Context: an optimization exercise on an open-source flow, tuned for small area and a short achievable clock period. The choices shown serve that exercise and are no tape-out recipe. Function was checked by simulation only, so behaviour that the tests miss may differ from the original.

## run H
// goertzel_filter
module goertzel_filter
  (input  [13:0] input_signal,
   input  clk,
   input  rst,
   output [39:0] magnitude);
For scale: about 2,000 cells after synthesis.
export LEC_CHECK = 0
export CAP_MARGIN = 20
export CORE_MARGIN = 2
export CORE_UTILIZATION = 40
export SLEW_MARGIN = 20
export SYNTH_HIERARCHICAL = 1
export SYNTH_MINIMUM_KEEP_SIZE = 0
create_clock -name core_clock -period 45.0 [get_ports {clk}]
standard.sh (not shown) runs the stock make flow with config.mk's settings and CLKGATE_MAP_FILE= SYNTH_SCRIPT=/design/flow/synth_recipe.tcl, a recipe that flattens the netlist after the stock synthesis.
==> flow/flow/run.sh <==
#!/bin/bash
set -euo pipefail
bash standard.sh SETUP_SLACK_MARGIN=29.5 finish > orfs_make.log 2>&1
Having completed the whole flow, run H delivered a layout that passed the timing, DRC and antenna checks.
--- input diff run H..run C ---
Settings: changing CORE_UTILIZATION from 40 to 55.
==> flow/flow/run.sh <==
#!/bin/bash
set -euo pipefail
bash standard.sh SETUP_SLACK_MARGIN=28.5 SETUP_MOVE_SEQUENCE=unbuffer,sizeup,swap,buffer finish > orfs_make.log 2>&1
==> comparison <==
- Summary of run C over run H: starting density of the core rose by 15 points.

* * *

goertzel_filter again, from the RTL that the note above started with.
export LEC_CHECK = 0
export CAP_MARGIN = 20
export CORE_MARGIN = 2
export CORE_UTILIZATION = 55
export CTS_BUF_LIST = sky130_fd_sc_hd__clkbuf_8
export CTS_CLUSTER_SIZE = 40
export SLEW_MARGIN = 20
export SYNTH_HIERARCHICAL = 1
export SYNTH_MINIMUM_KEEP_SIZE = 0
create_clock -name core_clock -period 45.0 [get_ports {clk}]
==> flow/flow/run.sh <==
#!/bin/bash
set -euo pipefail
bash standard.sh SETUP_SLACK_MARGIN=28.5 finish > orfs_make.log 2>&1
The starting point completed without violations.
==> next run, changes <==
--- a/flow/config.mk
+++ b/flow/config.mk
@@ -15 +15,2 @@
 export SYNTH_MINIMUM_KEEP_SIZE = 0
+export TNS_END_PERCENT = 10
Effect: The new run went through all stages and came out clean. Clock skew hardly moves. Cell count barely changes. Final area fell by about 0.46%. Routed wire length barely changes. Count of clock-buffer cells in the layout stays the same. Setup slack loses 0.022 ns. Die area does not change.

* * *

Setup of nickel:
Another version of the RTL of goertzel_filter (not shown whole).
Size: ~71 flip-flops, roughly 56 I/O pins, ~0.021 mm² of cells after synthesis.
export LEC_CHECK = 0
export CAP_MARGIN = 20
export CORE_MARGIN = 2
export CORE_UTILIZATION = 40
export SLEW_MARGIN = 20
export SYNTH_HIERARCHICAL = 1
export SYNTH_MINIMUM_KEEP_SIZE = 0
create_clock -name core_clock -period 45.0 [get_ports {clk}]
==> flow/flow/run.sh <==
#!/bin/bash
set -euo pipefail
bash standard.sh SETUP_SLACK_MARGIN=28 finish > orfs_make.log 2>&1
The inputs of willow differ from those of nickel as listed below.
==> flow/run.sh (new file) <==
#!/bin/bash
# synth_recipe.tcl (not shown) runs the flow's synth.tcl, then flattens the netlist and writes it again
# the make line also repeats each setting of config.mk as NAME=value (left out here)
make -C /OpenROAD-flow-scripts/flow DESIGN_CONFIG=/design/flow/config.mk WORK_HOME=/design/flow/orfs CLKGATE_MAP_FILE= SYNTH_SCRIPT=/design/flow/synth_recipe.tcl finish
removed: flow/flow/run.sh
removed: flow/standard.sh
### Flow results
Clock-pin slew on the worst setup and hold paths of willow is on par with nickel. [compare] base=nickel new=willow: final cell count has decreased, non-clock buffer count in the final layout has decreased. Largest fanout on the critical path in willow is 13 above nickel. Design area (lower): willow. Cell area after synthesis: willow vs nickel identical. Delta (willow minus nickel): total routed wirelength saw a decrease; multi-input logic portion of the cell area saw an increase; global-route wire length before repair saw a decrease.
### willow -> harbor
==> flow/flow/run.sh (new file) <==
#!/bin/bash
set -euo pipefail
bash standard.sh SETUP_SLACK_MARGIN=29 finish > orfs_make.log 2>&1
==> flow/standard.sh (new file) <==
#!/bin/bash
# synth_recipe.tcl (not shown) runs the flow's synth.tcl, then flattens the netlist and writes it again
# the make line also repeats each setting of config.mk as NAME=value (left out here)
make -C /OpenROAD-flow-scripts/flow DESIGN_CONFIG=/design/flow/config.mk WORK_HOME=/design/flow/orfs CLKGATE_MAP_FILE= SYNTH_SCRIPT=/design/flow/synth_recipe.tcl "${@:-finish}"
removed: flow/run.sh
[summary]
harbor was carried through to the last stage, and its layout satisfied the timing, DRC and antenna checks. Of harbor and willow, it is harbor that has the higher critical path depth. Cmp harbor vs willow: aggregate global-route resource usage higher in harbor. Compared to willow, the router laid down more metal wire for harbor. The higher number of gates resized after CTS of harbor and willow is in harbor. For highest attainable clock frequency, dividing the value from willow by the value from harbor gives 0.900. [compare] base=willow new=harbor: setup slack now larger, insertion delay of the later-clocked pin in the worst-skew pair held steady.

[port drivers added, routing unchanged]
The results above use ideal ports. As a check the final layouts listed here were re-extracted and re-timed, cells and wires unchanged. Step 1, drivers: a clkbuf_16 drives clk and a buf_2 each remaining input, both assumed. Step 2 moves the port delays by t, midway between the first and last clock arrival at a register: inputs arrive t later, outputs are due t later. That takes back most of the time a late clock gives input paths. a / b / c = ideal / step 1 / step 2; a / b = the first two.
run | t (ns) | setup slack, ns | worst setup path at the end | clock arrival spread, ns | cell pins on the clock port's net
run H | 0.436 | 28.568 / 28.548 / 28.112 | input to register | 0.015 / 0.015 | 1
run C | 0.426 | 28.630 / 28.646 / 28.220 | input to register | 0.012 / 0.011 | 1
the first run of note 2 | 0.482 | 28.635 / 28.649 / 28.166 | input to register | 0.023 / 0.023 | 1
the second run of note 2 | 0.482 | 28.613 / 28.647 / 28.165 | input to register | 0.023 / 0.023 | 1
nickel | 0.438 | 27.551 / 27.558 / 27.120 | input to register | 0.013 / 0.012 | 1
willow | 0.442 | 25.763 / 25.788 / 25.346 | input to register | 0.014 / 0.014 | 1
harbor | 0.448 | 27.687 / 27.708 / 27.261 | input to register | 0.021 / 0.021 | 1
After both steps every run listed still meets setup and hold. The setup slack of the first run of note 2, which loses most, moves by +0.014 ns with the drivers and by -0.469 ns with both steps.
